From an optimization exercise on the open Yosys and OpenROAD flow, aimed at small area and a short achievable clock period; shortcuts taken in it are not production practice. In this exercise RTL edits were held to simulation tests only and were not proved equivalent to the original. No activity file was given, so power comes from the tool's default toggle rates.

File: flow/design.v
`timescale 1ns / 1ps
module fpmul_seq_pipeline (
    input clk,
    input  [31:0] A,
    input  [31:0] B,
    output reg [31:0] O
);
    wire [41:0] m1;
    reg  [41:0] q1;
    wire [31:0] m2;
    fpmul_st1 u1 (.A(A), .B(B), .O(m1));
    fpmul_st2 u2 (.I(q1), .O(m2));
    always @(posedge clk) begin
        q1 <= m1;
        O  <= m2;
    end
endmodule
module fpmul_st1 (
    input  [31:0] A,
    input  [31:0] B,
    output [41:0] O
);
    wire [7:0] ae = A[30:23], be = B[30:23];
    wire a_ez = (ae == 8'd0), b_ez = (be == 8'd0);
    wire a_e1 = (ae == 8'hFF), b_e1 = (be == 8'hFF);
    wire a_fz = (A[22:0] == 23'd0), b_fz = (B[22:0] == 23'd0);
    wire nan  = (a_e1 & ~a_fz) | (b_e1 & ~b_fz);
    wire inf  = a_e1 | b_e1;
    wire zero = (a_ez & a_fz) | (b_ez & b_fz);
    wire [23:0] am = {~a_ez, A[22:0]};
    wire [23:0] bm = {~b_ez, B[22:0]};
    wire [7:0]  e0 = {ae[7:1], ae[0] | a_ez} + {be[7:1], be[0] | b_ez} + 8'd129;
    wire [47:0] p  = am * bm;
    assign O = {nan, inf, zero, A[31] ^ B[31], e0, p[47:18]};
endmodule
module fpmul_st2 (
    input  [41:0] I,
    output [31:0] O
);
    wire        nan = I[41], inf = I[40], zero = I[39], s = I[38];
    wire [7:0]  e0 = I[37:30];
    wire [29:0] p  = I[29:0];    
    reg  [7:0]  e;
    reg  [22:0] f;
    always @(*) begin
        e = e0;
        f = p[27:5];                              
        if (p[29]) begin                          
            e = e0 + 8'd1;
            f = p[28:6];
        end else if (!p[28] && e0 != 8'd0) begin
            if (p[27])      begin e = e0 - 8'd1; f = p[26:4]; end
            else if (p[26]) begin e = e0 - 8'd2; f = p[25:3]; end
            else if (p[25]) begin e = e0 - 8'd3; f = p[24:2]; end
            else if (p[24]) begin e = e0 - 8'd4; f = p[23:1]; end
            else if (p[23]) begin e = e0 - 8'd5; f = p[22:0]; end
        end
    end
    assign O = nan ? 32'h7FC00000 : inf ? {s, 8'hFF, 23'd0} : zero ? {s, 31'd0} : {s, e, f};
endmodule
`timescale 1ns / 1ps
module fpadd_st1 (
    input  [31:0] A,
    input  [31:0] B,
    input  pass_a,
    input  pass_b,
    output reg [33:0] O
);
    wire [7:0] ae = A[30:23], be = B[30:23];
    wire a_fz = (A[22:0] == 23'd0), b_fz = (B[22:0] == 23'd0);
    wire a_nan  = (ae == 8'hFF) & ~a_fz;
    wire b_nan  = (be == 8'hFF) & ~b_fz;
    wire a_zero = (ae == 8'd0) & a_fz;
    wire b_zero = (be == 8'd0) & b_fz;
    wire inf    = (ae == 8'hFF) | (be == 8'hFF);
    wire a_big = (A[30:0] > B[30:0]);
    wire [30:0] bg = a_big ? A[30:0] : B[30:0];
    wire [30:0] sm = a_big ? B[30:0] : A[30:0];
    wire        s  = a_big ? A[31] : B[31];
    wire [7:0]  eg = {bg[30:24], bg[23] | (bg[30:23] == 8'd0)};
    wire [7:0]  es = {sm[30:24], sm[23] | (sm[30:23] == 8'd0)};
    wire [23:0] mg = {(bg[30:23] != 8'd0), bg[22:0]};
    wire [23:0] ms = {(sm[30:23] != 8'd0), sm[22:0]};
    wire [7:0]  d  = eg - es;
    wire [23:0] t  = ms >> d;
    wire        same = (A[31] == B[31]);
    wire [24:0] m  = same ? ({1'b0, mg} + {1'b0, t}) : ({1'b0, mg} - {1'b0, t});
    always @(*) begin
        if (pass_a || (!pass_b && (a_nan || b_zero)))
            O = {A[31], ae, 2'b01, A[22:0]};
        else if (pass_b || b_nan || a_zero)
            O = {B[31], be, 2'b01, B[22:0]};
        else if (inf)
            O = {A[31] ^ B[31], 8'hFF, 2'b01, 23'd0};
        else
            O = {s, eg, m[24] | (same && d == 8'd0), m[23:0]};
    end
endmodule
module fpadd_st2 (
    input  [33:0] I,
    output reg [31:0] O
);
    wire        s = I[33];
    wire [7:0]  e = I[32:25];
    wire [24:0] m = I[24:0];
    integer k;
    reg [4:0] sh;
    always @(*) begin
        sh = 5'd0;
        for (k = 3; k <= 22; k = k + 1)
            if (m[k]) sh = 23 - k;
        if (m[24])
            O = {s, e + 8'd1, m[23:1]};
        else if (m[23] || sh == 5'd0)
            O = {s, e, m[22:0]};
        else
            O = {s, e - {3'd0, sh}, m[22:0] << sh};
    end
endmodule
`timescale 1ns / 1ps
module PE_core (
    input clk,
    input srstn,
    input cap,
    input sel_y,
    input pass_a,
    input pass_b,
    input wr,
    input  [31:0] in_x,
    input  [31:0] in_y,
    input  [31:0] vq,
    output [31:0] res_x,
    output [31:0] res_y
);
    reg [31:0] wx, wy;
    always @(posedge clk) begin
        if (!srstn) begin
            wx <= 32'd0;
            wy <= 32'd0;
        end else if (cap) begin
            wx <= in_x;
            wy <= in_y;
        end
    end
    wire [31:0] opa = sel_y ? wy : wx;
    wire [31:0] pr;
    fpmul_seq_pipeline u_mul (.clk(clk), .A(opa), .B(vq), .O(pr));
    wire [33:0] st1;
    reg  [33:0] r1;
    reg  [31:0] r2;
    wire [31:0] st2;
    fpadd_st1 u_add1 (.A(pr), .B(r2), .pass_a(pass_a), .pass_b(pass_b), .O(st1));
    fpadd_st2 u_add2 (.I(r1), .O(st2));
    always @(posedge clk) begin
        r1 <= st1;
        r2 <= st2;
    end
    write_out u_out (.clk(clk), .srstn(srstn), .wr(wr), .dx(st2), .dy(r2), .qx(res_x), .qy(res_y));
endmodule
`timescale 1ns / 1ps
module write_out (
    input clk,
    input srstn,
    input wr,
    input  [31:0] dx,
    input  [31:0] dy,
    output reg [31:0] qx,
    output reg [31:0] qy
);
    always @(posedge clk or negedge srstn) begin
        if (!srstn) begin
            qx <= 32'd0;
            qy <= 32'd0;
        end else if (wr) begin
            qx <= dx;
            qy <= dy;
        end
    end
endmodule
`timescale 1ns / 1ps
module mac_array (
    input  clk,
    input  srstn,
    input  start_processing,
    output processing_done,
    output [5:0] sram_w_addr,
    output [5:0] sram_v_addr,
    input  [127:0] sram_rdata_w,
    input  [31:0]  sram_rdata_v,
    output result_we,
    output [127:0] result_data
);
    reg [6:0] cyc;       
    reg [5:0] addr;      
    reg       done_r;    
    always @(posedge clk or negedge srstn) begin
        if (!srstn) begin
            cyc    <= 7'd0;
            addr   <= 6'd0;
            done_r <= 1'b0;
        end else begin
            done_r <= (cyc == 7'd69);
            if (cyc == 7'd0) begin
                if (start_processing) begin
                    cyc  <= 7'd1;
                    addr <= addr + 6'd1;
                end
            end else if (cyc == 7'd70) begin
                cyc <= 7'd0;
            end else begin
                cyc <= cyc + 7'd1;
                if (cyc < 7'd64) addr <= addr + 6'd1;
            end
        end
    end
    assign sram_w_addr     = addr;
    assign sram_v_addr     = addr;
    assign processing_done = done_r;
    assign result_we       = done_r;
    wire cap    = cyc[0] | done_r;      
    wire sel_y  = cyc[0];               
    wire pass_a = (cyc < 7'd4);         
    wire pass_b = (cyc >= 7'd68);       
    wire wr     = (cyc == 7'd69);
    reg [31:0] vq;
    always @(posedge clk) begin
        if (!srstn) vq <= 32'd0;
        else if (cap) vq <= sram_rdata_v;
    end
    PE_core pair0 (
        .clk(clk), .srstn(srstn), .cap(cap), .sel_y(sel_y),
        .pass_a(pass_a), .pass_b(pass_b), .wr(wr),
        .in_x(sram_rdata_w[31:0]), .in_y(sram_rdata_w[63:32]), .vq(vq),
        .res_x(result_data[127:96]), .res_y(result_data[95:64])
    );
    PE_core pair1 (
        .clk(clk), .srstn(srstn), .cap(cap), .sel_y(sel_y),
        .pass_a(pass_a), .pass_b(pass_b), .wr(wr),
        .in_x(sram_rdata_w[95:64]), .in_y(sram_rdata_w[127:96]), .vq(vq),
        .res_x(result_data[63:32]), .res_y(result_data[31:0])
    );
endmodule
File: flow/run.sh
#!/bin/bash
# synth_recipe.tcl (not shown) runs the flow's synth.tcl, then flattens the netlist and writes it again
# the make line also repeats each setting of config.mk as NAME=value (left out here)
make -C /OpenROAD-flow-scripts/flow DESIGN_CONFIG=/design/flow/config.mk WORK_HOME=/design/flow/orfs CLKGATE_MAP_FILE= SYNTH_SCRIPT=/design/flow/synth_recipe.tcl finish
File: flow/config.mk
export PLATFORM = sky130hd
export DESIGN_NAME = mac_array
export DESIGN_NICKNAME = mac_array
export VERILOG_FILES = /design/flow/design.v
export SDC_FILE = /design/flow/constraint.sdc
export NUM_CORES = 4
export LEC_CHECK = 0
export CAP_MARGIN = 20
export CORE_MARGIN = 2
export CORE_UTILIZATION = 40
export SLEW_MARGIN = 20
File: flow/constraint.sdc
create_clock -name core_clock -period 15.0 [get_ports {clk}]
set_input_delay 3.0000 -clock core_clock [delete_from_list [all_inputs] [get_ports {clk}]]
set_output_delay 3.0000 -clock core_clock [all_outputs]
set_load 0.01 [all_outputs]
==> impl_metrics.csv <==
group,metric,value,unit
clock_tree,clk-insertion-delay-late,0.69,ns
route,post-route-drc-count,0,
finish,layout-drive-gt1-share,0.0609,
outcome,status,"timing/DRC/antenna clean",
finish,finalNetCount,10377,
synth,yosys_warnings,7,
clock_tree,cts_root_buf,"clkbuf_16",
worst_hold_path,hold_path.class,"reg -> reg",
timing,setup_viol,0,
critical_path,critPathKind,"reg -> reg",
timing,slew_headroom,0.266,
timing,worst_pin_slew,1.10,ns
clock_tree,cts.repair.resized,0,
placement,dpl.hpwl,194000,µm
floorplanning,fp.dieW,435,µm
run,cap_violations,0,
clock_tree,clockBufferDepth,3,
timing,period_share,0.737,
critical_path,critical_path.top_delay_family,"compound AO/OA/AOI/OAI gates",
critical_path,crit_top_cell,"o21ai_0",
floorplanning,initial_core_util,0.402,
clock_tree,post-cts-setup-buffers,0,
route,viasPerCell,5.58,
route,drtIter0Drc,5168,
critical_path,cpMaxStageDelayCell,"nor2_1",
clock_tree,postCtsHoldBufs,0,
placement,io_buffer_count,304,
global_route,grt_pass1_vias,64262,
critical_path,arrival,11.63,ns
route,vias,62966,
critical_path,start_kind,"flop",
timing,min_period,11.05,ns
timing,fin_hold_ws,0.357,ns
timing,clock_skew,0.0320,ns
route,first_pass_iters,6,
placement,gp_congestion,0.966,
clock_tree,cts_tree,"done",
global_route,antenna_found_initial,16,
synth,synthArstFlopShare,0.244,
synth,synth_area,0.0743,mm²
critical_path,cp.required,15.58,ns
timing,finalHoldViolations,0,
clock_tree,htreeDepth,3,
timing,rsz0062_at_grt,"false",
synth,syn_avg_cell_area,8.43,µm²
global_route,grt_overflow,0,
synth,syn_nets,10467,
floorplanning,rows,158,
placement,placed_area,0.0791,mm²
timing,fmax,0.0905,GHz
route,ant_nets,0,
critical_path,path_max_fanout,65,
timing,final.setup.tns,0,ns
finish,design_area,0.0818,mm²
clock_tree,cts-buffers-inserted,73,
power,peakVddDrop,0.000263,V
global_route,grt_max_degree,162,
power,power.leakage,36.3,nW
synth,syn-instance-count,8815,
placement,dp_slack,4.16,ns
route,wl_per_cell,23.0,µm
synth,ys_types,111,
synth,ys_ff_latch,582,
power,power-per-cell-area,262,mW/mm²
critical_path,max_stage_delay,0.76,ns
synth,synth-edff-count,0,
global_route,grt_pass1_wl,398000,µm
floorplanning,die_h,435,µm
timing,slew_viol_final,0,
clock_tree,clk_pin_slew,0.06,ns
route,drt_wl_total,259000,µm
synth,yosysSeqAreaShare,0.166,
timing,setup_ws,3.95,ns
floorplanning,io_pins,305,
floorplanning,die-area,0.189,mm²
global_route,grt_usage,0.272,
critical_path,worst-path-buf-inv,3,
finish,area_growth,10.1,%
floorplanning,core_area,0.185,mm²
critical_path,end_kind,"flop",
clock_tree,cts_num_sinks,582,
synth,synth_flop_cell,"dfxtp_1",
## synthesized netlist by cell type (10+ instances only)
master	number	share of area
nand2_1	1543	0.078
inv_1	1143	0.058
fa_1	968	0.26
ha_1	521	0.088
clkbuf_1	509	0.026
nor2_1	508	0.026
dfxtp_1	440	0.12
a21oi_1	424	0.029
and2_1	402	0.034
o21ai_0	322	0.022
a21boi_0	174	0.018
dfrtp_1	142	0.048
mux2i_1	137	0.018
xnor2_1	130	0.015
mux2_2	120	0.018
nor3_1	118	0.0079
nand3_1	105	0.0071
mux4_2	79	0.024
o211ai_1	66	0.0067
nor4_1	58	0.0049
xor2_1	57	0.0067
a211oi_1	55	0.0056
nand4_1	53	0.0045
nor2b_1	53	0.0045
a31oi_1	50	0.0042
a21o_1	46	0.0046
o21a_1	43	0.0043
a22oi_1	42	0.0042
o31ai_1	31	0.0031
nand2b_1	30	0.0025
and3_1	27	0.0023
buf_1	27	0.0014
o21bai_1	25	0.0025
buf_2	18	0.0012
o22ai_1	18	0.0015
o22a_1	17	0.0020
or3_1	15	0.0013
a211o_1	14	0.0017
a221oi_1	13	0.0015
a221o_1	12	0.0016
or2_2	12	0.0010
and4_1	10	0.0012
buf_4	10	0.0010
o221ai_1	10	0.0012
## sequential cells by signal, indices dropped and copies added, names as in the netlist
register / cells
pair0.u_mul.O: 32
pair0.u_out.qx: 32
pair1.r1: 34
pair1.u_mul.O: 32
pair0.r2: 32
pair0.u_out.qy: 32
addr: 6
pair1.wx: 32
pair1.r2: 32
pair1.u_mul.q1: 42
pair0.u_mul.q1: 42
pair1.wy: 32
cyc: 7
done_r: 1
pair0.r1: 34
pair1.u_out.qx: 32
pair0.wy: 32
pair1.u_out.qy: 32
vq: 32
pair0.wx: 32
## cells by family (layout without fill, tap and decap cells)
kind of cell | count (synthesis) | after routing | synth area share
AND/OR/NAND/NOR | 2987 | 2987 | 0.181
buffers and inverters | 1720 | 1691 | 0.0885
AO/OA/AOI/OAI | 1510 | 1510 | 0.132
adder cells (fa/ha/maj) | 1491 | 1491 | 0.349
flip-flops | 582 | 582 | 0.166
multiplexers | 337 | 337 | 0.0609
XOR/XNOR | 188 | 188 | 0.0224
other | 0 | 11 | 0
## placed cells by master (no fill, tap or decap), types with 15 or more instances in the layout
master	netlist	layout
o211ai_1	66	66
a31oi_1	50	50
nor3_1	118	118
nand2_1	1543	1542
fa_1	968	968
mux4_2	79	79
o21bai_1	25	25
dfxtp_2	0	25
buf_4	10	100
mux2_2	120	120
o21ai_0	322	321
o21a_1	43	43
dfrtp_1	142	141
clkdlybuf4s50_1	0	303
clkbuf_16	0	73
inv_1	1143	1142
xor2_1	57	57
nand4_1	53	53
o22a_1	17	17
or3_1	15	15
a21boi_0	174	174
nand3_1	105	105
nor2b_1	53	53
ha_1	521	520
nand2b_1	30	30
and3_1	27	27
a21oi_1	424	424
o22ai_1	18	18
o31ai_1	31	31
a21o_1	46	46
a22oi_1	42	42
xnor2_1	130	130
dfxtp_1	440	414
and2_1	402	402
nor4_1	58	58
mux2i_1	137	137
nor2_1	508	505
a211oi_1	55	55
## worst paths after layout
kind / start / end / slack, ns / depth (start not counted)
worst max-delay path: pair0.r2[10] / pair0.r1[24] / 3.95 / 42
worst min-delay path: pair1.r1[33] / pair1.r2[31] / 0.36 / 0
worst max register to register: pair0.r2[10] / pair0.r1[24] / 3.95 / 42
worst min register to register: pair1.r1[33] / pair1.r2[31] / 0.36 / 0
max in group asynchronous: srstn / pair1.u_out.qy[7] / 10.57 / 3
min in group asynchronous: srstn / pair0.u_out.qy[14] / 2.26 / 1
## stage by stage
| stage | util | power [mW] | std cells |
|---|---|---|---|
| 2_1_floorplan | - | 14.1 | 8815 |
| 5_1_grt | 0.442 | 23.0 | 11267 |
| 3_5_place_dp | 0.427 | 19.2 | 11127 |
| 6_report | 0.442 | 21.5 | 11277 |
| 3_3_place_gp | 0.427 | 19.3 | 11127 |
| 4_1_cts | 0.442 | 21.3 | 11263 |
## routing by layer
| metal | up-vias | GRT usage | routed length [µm] |
|---|---|---|---|
| met1 | 31740 | 0.362 | 110000 |
| met5 | - | 0 | 33 |
| met4 | 6 | 0.0996 | 9920 |
| met3 | 478 | 0.0367 | 16800 |
| met2 | 2237 | 0.451 | 122000 |
| li1 | 28505 | - | - |
## report_power, final
group,switching [mW],internal [mW]
clock,0.794,1.17
sequential,0.716,2.04
combinational,10.2,6.57
total,11.7,9.77
## layout make-up
| class | instances | area (µm²) |
|---|---|---|
| inverters | 1148 | 4310 |
| multi-input cells | 6513 | 55500 |
| clock buffers | 96 | 2040 |
| well taps | 2480 | 3100 |
| diodes | 11 | 27.5 |
| fillers | 18262 | 103000 |
| repair buffers | 407 | 3850 |
| clock inverters | 40 | 609 |
| flip-flops and latches | 582 | 12400 |

[port drivers added, routing unchanged]
The results above use ideal ports. As a check the final layout listed here was re-extracted and re-timed, cells and wires unchanged.
Step 1 sets driving cells, clkbuf_16 on the clock port and buf_2 on the other inputs (assumed; they add their load-dependent delay and slew).
Step 2 moves the port delays by t, midway between the first and last clock arrival at a register: inputs arrive t later, outputs are due t later. That takes back most of the time a late clock gives input paths.
a / b / c = no drivers / after step 1 / after step 2; a / b = the first two.
shift t [ns]: 0.768
slack for setup (ns): 3.950 / 3.950 / 3.950
hold WS [ns]: 0.357 / 0.357 / 0.357
worst setup path after step 2: register to register
After both steps this run still meets setup and hold. For this run, drivers alone change the setup slack by 0.000 ns; drivers and shift together by 0.000 ns.
